From an optimization exercise on the open Yosys and OpenROAD flow, aimed at small area; shortcuts taken in it are not production practice.
Where RTL was checked, it was by simulation tests only, not by an equivalence proof against the original.
No driver is modelled on the clock port, so clock power and skew are understated where the tree is cut down; a real chip needs a root buffer or a tree.
Power is estimated from default activity; no workload was simulated.

==> flow/design.v (excerpt) <==
module pwm_hw(
input clk,                    
input reset,                  
input red,                    
input green,                  
input blue,                   
output [19:0] Red_High_HW,    
output [19:0] Red_Low_HW,     
output [19:0] Green_High_HW,  
output [19:0] Green_Low_HW,   
output [19:0] Blue_High_HW,   
output [19:0] Blue_Low_HW     
             );
Size in the first run: ~500 cells after synthesis, roughly 180 flip-flops, about 130 I/O pins, roughly 5800 um^2 of cells after synthesis.
Settings: LEC_CHECK=0, CAP_MARGIN=20, CORE_MARGIN=2, CORE_UTILIZATION=40, GPL_TIMING_DRIVEN=0, PLACE_DENSITY=0.6, SLEW_MARGIN=20; clock period 2.0 ns.
standard.sh (not shown) runs the stock make flow with config.mk's settings and CLKGATE_MAP_FILE= SYNTH_SCRIPT=/design/flow/synth_recipe.tcl, a recipe that flattens the netlist after the stock synthesis.
==> flow/flow/run.sh <==
#!/bin/bash
# Own layout flow: the standard ORFS flow with these changes:
#  - synthesis: ORFS's adder extraction is off, the incrementer module
#    HW_PWM_INC is kept apart until mapping and mapped with flow/inc.abc, the
#    rest with the area-oriented flow/area.abc; everything else, including
#    flip-flop mapping and the final flatten, is the standard flow's own synth_recipe.tcl;
#  - the port buffers are the smallest buffer cell;
#  - the clock tree is built by hand from inverters (flow/cts_hook.tcl).
# Each tool's output goes to flow_make.log here; ORFS keeps per-step logs in orfs/logs.
set -euo pipefail
W="$(cd "$(dirname "$0")/.." && pwd)"
cd "$W"
{
  echo "proc abc {args} {"
  echo "  set i [expr {[lsearch -exact \$args -script] + 1}]"
  echo "  set a1 \$args; lset a1 \$i $W/flow/inc.abc"
  echo "  yosys abc {*}\$a1 HW_PWM_INC"
  echo "  set a2 \$args; lset a2 \$i $W/flow/area.abc"
  echo "  yosys abc {*}\$a2"
  echo "}"
  cat synth_recipe.tcl
} > area_synth.tcl
bash standard.sh finish \
  "SYNTH_SCRIPT=$W/area_synth.tcl" \
  "SYNTH_KEEP_MODULES=HW_PWM_INC" \
  "ADDER_MAP_FILE=" \
  "BUFFER_PORTS_ARGS=-buffer_cell sky130_fd_sc_hd__buf_1" \
  "PRE_CTS_TCL=$W/flow/cts_hook.tcl" \
  > flow_make.log 2>&1
==> flow/flow/inc.abc <==
strash
&get -n
&fraig -x
&put
strash
&get -n
&dch -f
&nf -R 1000
&put
Other scripts of this flow, unchanged in this note and not shown: flow/flow/area.abc, flow/flow/cts_hook.tcl, flow/flow/manual_cts.tcl
Edit:
==> flow/flow/inc.abc (replaced) <==
&get -n
&st
&dch
&nf
&st
&syn2
&if -g -K 6
&synch2
&nf
&st
&syn2
&if -g -K 6
&synch2
&nf
&st
&syn2
&if -g -K 6
&synch2
&nf
&st
&syn2
&if -g -K 6
&synch2
&nf
&st
&syn2
&if -g -K 6
&synch2
&nf
&put
buffer -c
upsize -c
dnsize -c
=>
- die area rose by a little under a tenth
- maximum frequency fell by a few percent
- power rose slightly
- critical path depth fell by 1
- wire length rose by a few percent
- combinational power fell by a few percent
- worst setup slack gets worse by 0.045 ns
- worst hold slack gets worse by 0.018 ns
Function was not checked in any run of this note: the RTL went through the layout flow alone. In every run of this note, the design's own scripts or RTL, not TritonCTS, make the clock network.


The RTL this note starts from:
==> flow/design.v <==
module pwm_hw(
input clk,                    
input reset,                  
input red,                    
input green,                  
input blue,                   
output [19:0] Red_High_HW,    
output [19:0] Red_Low_HW,     
output [19:0] Green_High_HW,  
output [19:0] Green_Low_HW,   
output [19:0] Blue_High_HW,   
output [19:0] Blue_Low_HW     
             );
HW_PWM Red  (.clk(clk), .reset(reset), .Colour_input(red),   .High_Count(Red_High_HW),   .Low_Count(Red_Low_HW));
HW_PWM Green(.clk(clk), .reset(reset), .Colour_input(green), .High_Count(Green_High_HW), .Low_Count(Green_Low_HW));
HW_PWM Blue (.clk(clk), .reset(reset), .Colour_input(blue),  .High_Count(Blue_High_HW),  .Low_Count(Blue_Low_HW));
endmodule
module HW_PWM(
input clk,
input reset,
input Colour_input,
output reg [19:0] High_Count,
output reg [19:0] Low_Count
            );
reg PrevPwm;
reg [19:0] Count;
wire rise = Colour_input & ~PrevPwm;
wire fall = ~Colour_input & PrevPwm;
wire run  = reset & ~(Colour_input ^ PrevPwm);    
wire ld_high   = reset & fall;
wire hold_high = reset & ~fall;
wire ld_low    = reset & rise;
wire hold_low  = reset & ~rise;
wire [19:0] c;
wire [4:0]  g;                 
wire [4:0]  p;                 
genvar j;
generate
    for (j = 0; j < 5; j = j + 1) begin : grp
        assign g[j] = &Count[4*j+3:4*j];
        assign c[4*j]   = p[j];
        assign c[4*j+1] = p[j] & Count[4*j];
        assign c[4*j+2] = p[j] & (&Count[4*j+1:4*j]);
        assign c[4*j+3] = p[j] & (&Count[4*j+2:4*j]);
    end
endgenerate
assign p[0] = 1'b1;
assign p[1] = g[0];
assign p[2] = &g[1:0];
assign p[3] = &g[2:0];
assign p[4] = &g[3:0];
always @(posedge clk) begin
    PrevPwm    <= reset & Colour_input;
    Count      <= {20{run}} & (Count ^ c);
    High_Count <= ({20{ld_high}} & Count) | ({20{hold_high}} & High_Count);
    Low_Count  <= ({20{ld_low}}  & Count) | ({20{hold_low}}  & Low_Count);
end
endmodule
export LEC_CHECK = 0
export CAP_MARGIN = 20
export CORE_MARGIN = 2
export CORE_UTILIZATION = 40
export GPL_TIMING_DRIVEN = 0
export PLACE_DENSITY = 0.6
export SETUP_SLACK_MARGIN = -0.1
export SLEW_MARGIN = 20
create_clock -name core_clock -period 2.0 [get_ports {clk}]
==> flow/flow/run.sh <==
#!/bin/bash
# Own layout flow: the standard ORFS flow with three changes:
#  - synthesis maps the logic with an area-oriented ABC script (flow/area.abc);
#    everything else in synthesis, including flip-flop mapping, is the standard flow's own
#    synth_recipe.tcl unchanged;
#  - the port buffers are the smallest buffer cell;
#  - the clock tree is built by hand from inverters (flow/cts_hook.tcl).
# Each tool's output goes to flow_make.log here; ORFS keeps per-step logs in orfs/logs.
set -euo pipefail
W="$(cd "$(dirname "$0")/.." && pwd)"
cd "$W"
{
  echo "proc abc {args} {"
  echo "  set i [lsearch -exact \$args -script]"
  echo "  if {\$i >= 0} { lset args [expr {\$i + 1}] $W/flow/area.abc }"
  echo "  yosys abc {*}\$args -dont_use sky130_fd_sc_hd__nor4_*"
  echo "}"
  cat synth_recipe.tcl
} > area_synth.tcl
bash standard.sh finish \
  "SYNTH_SCRIPT=$W/area_synth.tcl" \
  "ADDER_MAP_FILE=" \
  "BUFFER_PORTS_ARGS=-buffer_cell sky130_fd_sc_hd__buf_1" \
  "RECOVER_POWER=100" \
  "PRE_CTS_TCL=$W/flow/cts_hook.tcl" \
  > flow_make.log 2>&1
==> flow/flow/area.abc <==
strash
&get -n
&fraig -x
&put
strash
&get -n
&dch -f
&nf -R 100
&put
Other scripts of this flow, unchanged in this note and not shown: flow/flow/cts_hook.tcl, flow/flow/manual_cts.tcl
Then changed:
==> flow/flow/area.abc (replaced) <==
strash
&get -n
&fraig -x
&put
strash
&get -n
&dch -f
&nf -R 1000
&put
strash
&get -n
&dch -f
&nf -R 1000
&put
After rerunning: The new run finished but failed the layout checks on negative setup slack. Wire length came out higher by 4.7%. Area after synthesis came out lower by 1.2%. Sequential power stays flat. Design area came out higher by 4.2%. Critical path depth came out higher by 3. Clock power stays flat. Power came out higher by 0.99%. Via count came out higher by 2.1%. Final cell count came out higher by 2.2%.
Then changed:
--- a/flow/flow/run.sh
+++ b/flow/flow/run.sh
@@ -15,3 +15,3 @@
   echo "  if {\$i >= 0} { lset args [expr {\$i + 1}] $W/flow/area.abc }"
-  echo "  yosys abc {*}\$args -dont_use sky130_fd_sc_hd__nor4_*"
+  echo "  yosys abc {*}\$args"
   echo "}"
@@ -23,3 +23,2 @@
   "BUFFER_PORTS_ARGS=-buffer_cell sky130_fd_sc_hd__buf_1" \
-  "RECOVER_POWER=100" \
   "PRE_CTS_TCL=$W/flow/cts_hook.tcl" \
==> flow/flow/area.abc (replaced) <==
strash
&get -n
&fraig -x
&put
strash
&get -n
&dch -f
&nf -R 1000
&put
- CAP_MARGIN: 20 -> 0
- SETUP_SLACK_MARGIN: -0.1 -> not set
- SLEW_MARGIN: 20 -> 0
Result: This time the run ran to the end with no violations. Synthesized cell count went up by 1.6%. Core utilization went down by 1.1 points. Setup slack is better by 0.18 ns. Die area went up by about 0.9%. Via count went down by 0.44%. Wire length went down by about 2.8%. Global-route usage went down by 0.67 points. Power is about the same. Sequential share of layout area went up by 0.77 points. Cell area went down by about 1.9%. Maximum frequency went up by about 9%.
Then changed:
--- a/flow/flow/run.sh
+++ b/flow/flow/run.sh
@@ -15,3 +15,3 @@
   echo "  if {\$i >= 0} { lset args [expr {\$i + 1}] $W/flow/area.abc }"
-  echo "  yosys abc {*}\$args"
+  echo "  yosys abc {*}\$args -dont_use sky130_fd_sc_hd__nor4_*"
   echo "}"
@@ -23,2 +23,3 @@
   "BUFFER_PORTS_ARGS=-buffer_cell sky130_fd_sc_hd__buf_1" \
+  "RECOVER_POWER=100" \
   "PRE_CTS_TCL=$W/flow/cts_hook.tcl" \
- CAP_MARGIN: 0 -> 20
- CORE_UTILIZATION: 40 -> 55
- PLACE_DENSITY: 0.6 -> 0.7
- SETUP_SLACK_MARGIN: not set -> -0.1
- SLEW_MARGIN: 0 -> 20
The changed run completed without violations.
Wire length decreases by 10%.
Final area falls by 3.0%.
Sequential cell count is unchanged.
Total power fell by 1.6%.
Setup slack is worse by 0.044 ns.
Via count fell by 2.3%.
Utilization increases by 16 points.
Clock skew fell by 0.0057 ns.
Worst hold slack is worse by 0.023 ns.
In every run of this note, the design's own scripts or RTL, not TritonCTS, make the clock network.

port drivers added, routing unchanged:
How much do the figures lean on ideal ports? The routed layouts below were timed once more, with nothing changed but the port constraints.
Step 1 assumes that a clkbuf_16 drives the clock port and a buf_2 every other input.
Step 2, shift: input delay + t, output delay - t, t = (earliest + latest rising clock arrival at the registers) / 2. This alone moves slack from input paths to output paths.
a / b / c = no drivers / after step 1 / after step 2; a / b = the first two.
run | t (ns) | slack for setup (ns) | hold WS [ns] | pins driven straight from the clock port
the first run of note 1 | 0.284 | 0.121 / 0.121 / -0.013 | 0.460 / 0.460 / 0.460 | 1
the second run of note 1 | 0.295 | 0.076 / 0.076 / 0.071 | 0.442 / 0.429 / 0.486 | 1
the first run of note 2 | 0.286 | 0.052 / 0.052 / -0.204 | 0.420 / 0.410 / 0.483 | 1
the second run of note 2 | 0.285 | -0.062 / -0.062 / -0.062 | 0.449 / 0.449 / 0.449 | 1
the third run of note 2 | 0.291 | 0.115 / 0.114 / -0.124 | 0.418 / 0.412 / 0.484 | 1
the fourth run of note 2 | 0.276 | 0.071 / 0.071 / -0.164 | 0.395 / 0.382 / 0.485 | 1
Met with ideal ports but missed after step 2: setup timing in the first run of note 1, the first run of note 2, the third run of note 2 and the fourth run of note 2. The setup slack of the first run of note 2, which loses most, moves by 0.000 ns with the drivers and by -0.256 ns with both steps.
